From an optimization exercise on the open Yosys and OpenROAD flow, aimed at small area; shortcuts taken in it are not production practice. Only simulation tests tie the RTL to the original design; equivalence was not proved. Power and IR drop assume default switching activity.

==> flow/design.v <==
`timescale 1ns / 1ps
module cpu5 (
   input             clock,
   input             reset,
   output     [31:0] imem_addr,
   input      [31:0] imem_rdata,
   output     [31:0] dmem_addr,
   input      [31:0] dmem_rdata,
   output            dmem_we,
   output     [31:0] dmem_wdata
);
   localparam [5:0] ALUop = 6'b000000, LW = 6'b100011, SW = 6'b101011, BEQ = 6'b000100,
                    BNE = 6'b000101, JRTop = 6'b011110, LWCABop = 6'b011111;
   reg  [31:2] PC;
   reg  [31:0] IFIDIR;
   reg  [25:0] dxf;                  
   reg         dx_alu, dx_lw, dx_sw, dx_beq, dx_bne, dx_jrt, dx_lwcab, dx_nz;
   reg  [31:0] IDEXA, IDEXB, IDEXCD;  
   reg  [31:0] EXMEMALUOut, EXMEMB;
   reg  [4:0]  xm_dest;
   reg         xm_we, xm_fwdM, xm_fwdW, xm_fwdI, xm_sw, xm_lw, xm_ld;
   reg  [31:0] MEMWBValue;
   reg  [4:0]  mw_dest;
   reg         mw_we, mw_fwdW, mw_fwdI;
   wire [5:0] i_op = IFIDIR[31:26];
   wire [4:0] i_rs = IFIDIR[25:21], i_rt = IFIDIR[20:16], i_rd = IFIDIR[15:11], i_sh = IFIDIR[10:6];
   wire i_alu = (i_op == ALUop), i_lw = (i_op == LW), i_sw = (i_op == SW), i_beq = (i_op == BEQ),
        i_bne = (i_op == BNE), i_jrt = (i_op == JRTop), i_lwcab = (i_op == LWCABop);
   wire i_br = i_beq | i_bne;
   wire i_nz = |IFIDIR[25:0];
   wire [4:0] i_fa = i_lwcab ? i_rd : i_rs;
   wire [4:0] i_fb = i_rt;
   wire [4:0] d_rs = dxf[25:21], d_rt = dxf[20:16], d_rd = dxf[15:11];
   wire [5:0] d_fn = dxf[5:0];
   wire [15:0] d_imm = dxf[15:0];
   wire [31:0] d_sext = {{16{d_imm[15]}}, d_imm};
   wire [31:0] A = IDEXA, B = IDEXB, CD = IDEXCD;
   wire a_zero = (A == 32'b0);
   wire lt_ab  = (A < B);
   wire eq_ab  = (A == B);
   wire lt_ba  = ~lt_ab & ~eq_ab;
   wire f29  = dx_alu & (d_fn == 6'd29);
   wire fadd = dx_alu & (d_fn == 6'd32);
   wire fand = dx_alu & (d_fn == 6'd36);
   wire for_ = dx_alu & (d_fn == 6'd37);
   wire fslt = dx_alu & (d_fn == 6'd42);
   wire jrt_taken = dx_jrt & a_zero;
   wire takebranch = (dx_beq & eq_ab) | (dx_bne & ~eq_ab);
   wire xm_hold = ~(dx_alu | dx_lw | dx_sw | dx_jrt | dx_lwcab);
   wire xm_nop  = (dx_jrt & ~a_zero) | (f29 & ~lt_ab);
   wire [31:0] sum = A + (dx_alu ? B : d_sext);
   wire s_sum  = dx_lw | dx_sw | fadd;
   wire s_b    = dx_lwcab & lt_ba;
   wire s_cd   = f29 & lt_ab;
   wire s_one  = jrt_taken | (fslt & lt_ab);
   wire s_hold = ~(dx_lw | dx_sw | jrt_taken | dx_lwcab | s_cd | fadd | fand | for_ | fslt);
   wire [31:0] alu_n = ({32{s_sum}}  & sum) |
                       ({32{s_b}}    & B) |
                       ({32{s_cd}}   & CD) |
                       ({32{fand}}   & (A & B)) |
                       ({32{for_}}   & (A | B)) |
                       ({32{s_hold}} & EXMEMALUOut) |
                       {31'b0, s_one};
   wire       rd_nz = |d_rd;
   wire       rt_nz = |d_rt;
   wire       rs_nz = |d_rs;
   wire [4:0] dest_new = dx_alu ? d_rd : dx_lw ? d_rt : d_rs;
   wire [4:0] xm_dest_n = xm_hold ? xm_dest : dest_new;
   wire       ld_ok = ~xm_hold & ~xm_nop;
   wire xm_we_n   = xm_hold ? xm_we   : ld_ok & (dx_jrt | dx_lwcab | (dx_alu & rd_nz) | (dx_lw & rt_nz));
   wire xm_fwdM_n = xm_hold ? xm_fwdM : ld_ok & dx_alu & rd_nz;
   wire xm_fwdW_n = xm_hold ? xm_fwdW : ld_ok & ((dx_alu & rd_nz) | (dx_lw & rt_nz) | (dx_lwcab & rs_nz));
   wire xm_fwdI_n = xm_hold ? xm_fwdI : ld_ok & (dx_lw | (dx_alu & dx_nz));
   wire xm_sw_n   = xm_hold ? xm_sw   : ld_ok & dx_sw;
   wire xm_lw_n   = xm_hold ? xm_lw   : ld_ok & dx_lw;
   wire xm_ld_n   = xm_hold ? xm_ld   : ld_ok & (dx_lw | (dx_lwcab & lt_ba));
   wire [31:0] wbv_n = xm_ld ? dmem_rdata : EXMEMALUOut;
   wire stall =
        (dx_lw & ((((i_lw | i_sw) & (i_rs == d_rt))) |
                  (i_lwcab & ((i_rt == d_rt) | (i_rd == d_rt))) |
                  (i_alu & ((i_rs == d_rt) | (i_rt == d_rt) | (i_sh == d_rt))) |
                  (i_jrt & (i_rs == d_rt)) |
                  (i_sw & ((i_rs == d_rt) | (i_rt == d_rt))) |
                  (i_br & ((i_rs == d_rt) | (i_rt == d_rt))))) |
        (xm_lw & i_br & ((i_rs == xm_dest) | (i_rt == xm_dest))) |
        (dx_alu & i_br & ((i_rs == d_rd) | (i_rt == d_rd))) |
        (dx_lwcab & ((((i_lw | i_sw) & (i_rs == d_rs))) |
                  (i_lwcab & ((i_rt == d_rs) | (i_rd == d_rs))) |
                  (i_alu & ((i_rs == d_rs) | (i_rt == d_rs) | (i_sh == d_rs))) |
                  (i_jrt & (i_rs == d_rt)) |
                  (i_sw & ((i_rs == d_rs) | (i_rt == d_rs)))));
   wire flush = (~stall & takebranch) | jrt_taken;
   wire bubble = stall | flush;
   reg [31:0] R [0:31];
   wire [31:0] wd0 = reset ? 32'd0  : MEMWBValue;           
   wire [4:0]  wd1 = reset ? 5'h1f  : MEMWBValue[4:0];      
   genvar k;
   generate
      for (k = 0; k < 32; k = k + 1) begin : rf
         wire [4:0] kk = k;
         wire we = reset | (mw_we & (mw_dest == kk));
         wire [31:0] wd = {wd0[31:5], (wd1 & kk) | (wd0[4:0] & ~kk)};
         always @(posedge clock) if (we) R[k] <= wd;
      end
   endgenerate
   wire bA_m = xm_fwdM_n & (i_fa == xm_dest_n);
   wire bA_w = xm_fwdW   & (i_fa == xm_dest);
   wire bA_i = mw_fwdI   & (i_fa == mw_dest) & ~i_lwcab;
   wire bB_m = xm_fwdM_n & (i_fb == xm_dest_n);
   wire bB_w = xm_fwdW   & (i_fb == xm_dest);
   wire bB_i = mw_fwdI   & (i_fb == mw_dest);
   wire bC_m = xm_fwdM_n & (i_sh == xm_dest_n);
   wire bC_w = xm_fwdW   & (i_sh == xm_dest);
   wire selA_w = ~bA_m & bA_w, selA_i = ~bA_m & ~bA_w & bA_i, selA_r = ~(bA_m | bA_w | bA_i);
   wire selB_w = ~bB_m & bB_w, selB_i = ~bB_m & ~bB_w & bB_i, selB_r = ~(bB_m | bB_w | bB_i);
   wire selC_w = ~bC_m & bC_w, selC_r = ~(bC_m | bC_w);
   wire [31:0] decA = {32{selA_r}} & (32'd1 << i_fa);
   wire [31:0] decB = {32{selB_r}} & (32'd1 << i_fb);
   wire [31:0] decC = {32{selC_r}} & (32'd1 << i_sh);
   reg  [31:0] A_n, B_n, CD_n;
   integer j;
   always @* begin
      A_n  = ({32{bA_m}} & alu_n) | ({32{selA_w}} & wbv_n) | ({32{selA_i}} & MEMWBValue);
      B_n  = ({32{bB_m}} & alu_n) | ({32{selB_w}} & wbv_n) | ({32{selB_i}} & MEMWBValue);
      CD_n = ({32{bC_m}} & alu_n) | ({32{selC_w}} & wbv_n);
      for (j = 0; j < 32; j = j + 1) begin
         A_n  = A_n  | ({32{decA[j]}} & R[j]);
         B_n  = B_n  | ({32{decB[j]}} & R[j]);
         CD_n = CD_n | ({32{decC[j]}} & R[j]);
      end
   end
   assign imem_addr  = {PC, 2'b00};
   assign dmem_addr  = EXMEMALUOut;
   assign dmem_wdata = EXMEMB;
   assign dmem_we    = xm_sw;
   wire [16:0] offm1 = {d_imm[15], d_imm} - 17'd1;
   wire [31:2] pc_add = PC + (flush ? {{13{offm1[16]}}, offm1} : 30'd1);
   always @(posedge clock) begin
      IDEXA <= A_n; IDEXB <= B_n; IDEXCD <= CD_n;
      MEMWBValue <= wbv_n;
      if (dx_sw) EXMEMB <= B;
      mw_dest <= xm_dest;
      if (reset) begin
         PC <= 30'd0;
         IFIDIR <= 32'd0;
         dx_alu <= 1'b1; dx_lw <= 1'b0; dx_sw <= 1'b0; dx_beq <= 1'b0; dx_bne <= 1'b0;
         dx_jrt <= 1'b0; dx_lwcab <= 1'b0; dx_nz <= 1'b0;
         dxf[15:11] <= 5'd0; dxf[5:0] <= 6'd0;
         EXMEMALUOut <= 32'd0;
         xm_we <= 1'b0; xm_fwdM <= 1'b0; xm_fwdW <= 1'b0; xm_fwdI <= 1'b0;
         xm_sw <= 1'b0; xm_lw <= 1'b0; xm_ld <= 1'b0;
         mw_we <= 1'b0; mw_fwdW <= 1'b0; mw_fwdI <= 1'b0;
      end else begin
         if (flush | ~stall) PC <= pc_add;
         if (flush)       IFIDIR <= 32'd0;
         else if (~stall) IFIDIR <= imem_rdata;
         dx_alu   <= bubble | i_alu;
         dx_lw    <= ~bubble & i_lw;
         dx_sw    <= ~bubble & i_sw;
         dx_beq   <= ~bubble & i_beq;
         dx_bne   <= ~bubble & i_bne;
         dx_jrt   <= ~bubble & i_jrt;
         dx_lwcab <= ~bubble & i_lwcab;
         dx_nz    <= ~bubble & i_nz;
         dxf[15:11] <= bubble ? 5'd0 : IFIDIR[15:11];
         dxf[5:0]   <= bubble ? 6'd0 : IFIDIR[5:0];
         EXMEMALUOut <= alu_n;
         xm_we <= xm_we_n; xm_fwdM <= xm_fwdM_n; xm_fwdW <= xm_fwdW_n; xm_fwdI <= xm_fwdI_n;
         xm_sw <= xm_sw_n; xm_lw <= xm_lw_n; xm_ld <= xm_ld_n;
         mw_we <= xm_we; mw_fwdW <= xm_fwdW; mw_fwdI <= xm_fwdI;
      end
      dxf[25:16] <= IFIDIR[25:16];
      dxf[10:6]  <= IFIDIR[10:6];
      xm_dest <= xm_dest_n;
   end
endmodule
==> flow/run.sh <==
#!/bin/bash
# synth_recipe.tcl (not shown) runs the flow's synth.tcl, then flattens the netlist and writes it again
# the make line also repeats each setting of config.mk as NAME=value (left out here)
make -C /OpenROAD-flow-scripts/flow DESIGN_CONFIG=/design/flow/config.mk WORK_HOME=/design/flow/orfs CLKGATE_MAP_FILE= SYNTH_SCRIPT=/design/flow/synth_recipe.tcl finish
==> flow/config.mk <==
export PLATFORM = sky130hd
export DESIGN_NAME = cpu5
export DESIGN_NICKNAME = cpu5
export VERILOG_FILES = /design/flow/design.v
export SDC_FILE = /design/flow/constraint.sdc
export NUM_CORES = 4
export LEC_CHECK = 0
export CAP_MARGIN = 20
export CELL_PAD_IN_SITES_DETAIL_PLACEMENT = 1
export CELL_PAD_IN_SITES_GLOBAL_PLACEMENT = 1
export CORE_MARGIN = 2
export CORE_UTILIZATION = 30
export PLACE_DENSITY = 0.55
export SLEW_MARGIN = 20
==> flow/constraint.sdc <==
create_clock -name core_clock -period 10.0 [get_ports {clock}]
set_input_delay 2.0000 -clock core_clock [delete_from_list [all_inputs] [get_ports {clock}]]
set_output_delay 2.0000 -clock core_clock [all_outputs]
set_load 0.01 [all_outputs]
==> run summary <==
-- final timing paths --
path	startpoint	endpoint	slack [ps]
setup / recovery	IDEXA[8]	IDEXB[12]	2190
hold / removal	IFIDIR[20]	IFIDIR[20]	490
setup reg to reg	IDEXA[8]	IDEXB[12]	2190
hold reg to reg	IFIDIR[20]	IFIDIR[20]	490
-- worst reg2reg max path: stages, from the launching register on --
cell and delay [ps]:
dfxtp_1 1070, inv_1 130, ha_1 340, or3_1 150
nor3b_1 80, o41ai_2 740, o211ai_1 510, o211ai_1 460
buf_4 630, buf_4 480, a211oi_4 120, buf_4 490
a222oi_1 420, nand3_1 170, a2111oi_0 850, nand4b_1 750
-- area by class of cell --
| cell class | instances | area, µm² |
|---|---|---|
| diodes | 88 | 220 |
| clock buffers | 199 | 4310 |
| clock inverters | 95 | 1120 |
| fillers | 24476 | 145000 |
| inverters | 134 | 503 |
| multi-input cells | 4163 | 31000 |
| flip-flops and latches | 1331 | 37200 |
| well taps | 3009 | 3760 |
| repair buffers | 540 | 4670 |
-- per-layer routing --
layer / vias up / part of all wire (%) / GRT usage (%)
li1: 25302 / - / -
met1: 36545 / 35 / 51.4
met4: 88 / 9.4 / 32.3
met2: 8367 / 38 / 58.5
met3: 2724 / 17 / 26.2
met5: - / 0.29 / 3.41
-- placed cells by master (no fill, tap or decap), types with 196 or more instances in the layout --
cell type  netlist  final
dfxtp_1        275    270
buf_4            2    363
a22oi_1        659    659
a221oi_1       318    316
a21oi_1        241    235
a22o_1         283    283
nor2_1         275    266
edfxtp_1      1056   1056
nand4_1        196    196
nand2_1        457    452
-- sequential cells by signal (all words and copies together), names as in the netlist, 30 cells and up --
name / flops
PC: 30
R: 1024
IDEXA: 32
IFIDIR: 32
IDEXB: 32
IDEXCD: 32
EXMEMALUOut: 32
MEMWBValue: 32
EXMEMB: 32
-- power groups by stage --
stage / registers (mW) / logic (mW) / clock network [mW]
after floorplan: 6.64 / 1.02 / 0
after global routing: 6.88 / 2.47 / 6.39
final: 6.88 / 2.51 / 6.21
after global placement: 6.95 / 2.27 / 0
after CTS: 6.83 / 2.29 / 6.21
after detailed placement: 6.95 / 2.29 / 0
-- through the flow --
step,cells,utilization [%],hold WS (ps),total power [mW]
floorplan,6122,-,329,7.67
global placement,9166,33.7,464,9.22
detailed placement,9175,33.8,472,9.23
CTS,9469,36.2,482,15.3
global route,9503,36.3,476,15.7
finish,9559,36.4,486,15.6
-- cells by family (layout without fill, tap and decap cells) --
family                   count (synthesis)  in the layout  share of synthesized area [%]
AND/OR/NAND/NOR                       1506           1506                           11.0
other                                    1             90                        0.00545
adder cells (fa/ha/maj)                162            162                           2.97
flip-flops                            1331           1331                           54.1
AO/OA/AOI/OAI                         2203           2203                           24.5
buffers and inverters                  628            968                           3.51
XOR/XNOR                               150            150                           1.91
multiplexers                           140            140                           2.09
==> out/results.tsv <==
stage	metric	value	unit
sta	setup_tns	0	ps
setup_path	crit-path most repeated cell	buf_4	
yosys	Post-Syn Area	68800	µm²
pwr	combinational group share of total power	16.1	%
setup_path	CP peak stage delay	1070	ps
setup_path	Crit-path slowest cell	dfxtp_1	
die	Die X	483	µm
yosys	Async SR Flop Fraction	0	%
route	DR DRC count	0	
setup_path	CP max FO	23	
die	Chip Height	483	µm
clocking	cts repair resizes	0	
setup_path	Worst Path Buf+Inv	4	
worst_hold_path	hold path depth	2	
pwr	Flop pwr share	44.1	%
clocking	total CTS buffers	158	
clocking	clock buffer depth	3	
die	Rows	175	
sta	Setup-failing EPs final	0	
sta	Slew headroom	6.79	%
clocking	CTS sink cnt	1331	
yosys	top cells by count, synth	edfxtp_1, a22oi_1, nand2_1, clkbuf_1, a221oi_1	
placement	placed cell areas	77000	µm²
yosys	Yosys reg bits	1331	
sta	min Tclk post-route	7810	ps
setup_path	WS Path Type	reg -> reg	
sta	RSZ-0062 raised after global routing	no	
global_route	first-pass GRT wire length	678	mm
global_route	grt ovf	0	
yosys	Ys Warns	2	
sta	Clock Skews	56.1	ps
worst_hold_path	Min-Delay Path Class	reg -> reg	
yosys	largest cells by area after synthesis	edfxtp_1, dfxtp_1, a22oi_1, a221oi_1, a22o_1	
final_layout	Nets	6556	
clocking	Post-CTS Setup Inserts	0	
clocking	CTS H-tree depth	4	
placement	pre-CTS setup slack	2670	ps
die	die area	233000	µm²
die	io pins	163	
placement	routability cong.	1.07	
route	via count	73026	
pwr	Switching Fraction	32.8	%
route	Routed WL per cell	55.6	µm
global_route	largest net degree at the start of global routing	50	
placement	DP HPWL	345	mm
pwr	Psw	5.11	mW
route	Via density	7.64	
final_layout	layout cells sized above 1	14.1	%
clocking	TritonCTS clock tree	built	
placement	Port Buffers	160	
setup_path	number of cells on the critical path	15	
yosys	count leader, synth	edfxtp_1	
setup_path	CP startpoint kind	register	
sta	Worst Max-Slew Pin Slew	1390	ps
pwr	Cell Pwr Density	188	nW/µm²
yosys	top_reg_cell synth	edfxtp_1	
setup_path	crit-path cells	inv_1 > ha_1 > or3_1 > nor3b_1 > o41ai_2 > o211ai_1 > o211ai_1 > buf_4 > buf_4 > a211oi_4 > buf_4 > a222oi_1 > nand3_1 > a2111oi_0 > nand4b_1	
clocking	clock latency (worst-skew pair)	910	ps
yosys	Synth top area share	46.1	%
pwr	Max IR drop VDD	0.201	mV
setup_path	Crit path arrival time	8310	ps
route	drt total wl	532	mm
global_route	number of global-route vias before repair	66646	
setup_path	CP required	10500	ps
final_layout	final instance area	82900	µm²
setup_path	delay-heaviest family, CP	compound AO/OA/AOI/OAI gates	
pwr	internal power	10.5	mW
yosys	post-synthesis cell count	6121	
global_route	GRT Total Usage	44.1	%
sta	Final Max Tran Viols	0	
status	outcome	timing/DRC/antenna clean	
route	Routed Antenna Nets	0	
clocking	Post-CTS Hold Buffers	0	
global_route	initial antenna violation count	94	
route	DR iter-0 viols	16875	
clocking	CTS clock-pin slew for the worst setup and hold paths	60	ps
yosys	Post-Syn Area per Cell	11.2	µm²
die	CORE AREA	228000	µm²
die	initial cell density of the core	30.2	%
sta	Final Hold Viols	0	
setup_path	reg2reg path depth	15	
yosys	sequential area share after synthesis	54.1	%
final_layout	Syn-to-layout area delta	20.4	%
pwr	Leakage	29.2	nW
clocking	clk root buf	clkbuf_16	
pwr	clock power share	39.8	%
route	1st-pass router iterations	14	
yosys	area leader, netlist	edfxtp_1	
sta	Final WS setup	2190	ps
sta	fmax	128	MHz
setup_path	CP endpoint kind	register	
yosys	synth unique cells	84	
yosys	Post-synth EDFFs	1056	
run	max cap viols	0	
sta	Tcrit/Tclk final	78.1	%

port drivers added, routing unchanged:
The flow's constraints put no driver on any port. The routed layout listed below was extracted and timed again, unchanged, in two steps.
Step 1 assumes that a clkbuf_16 drives the clock port and a buf_2 every other input.
Step 2, shift: input delay + t, output delay - t, t = (earliest + latest rising clock arrival at the registers) / 2. This alone moves slack from input paths to output paths.
a / b / c = ideal / step 1 / step 2; a / b = the first two.
shift t [ns]: 0.974
setup slack, ns: 2.189 / 2.189 / 2.189
worst hold slack (ns): 0.486 / 0.486 / 0.486
worst register clock-pin slew, ns: 0.07 / 0.07
After both steps this run still meets setup and hold. For this run, drivers alone change the setup slack by 0.000 ns; drivers and shift together by 0.000 ns.
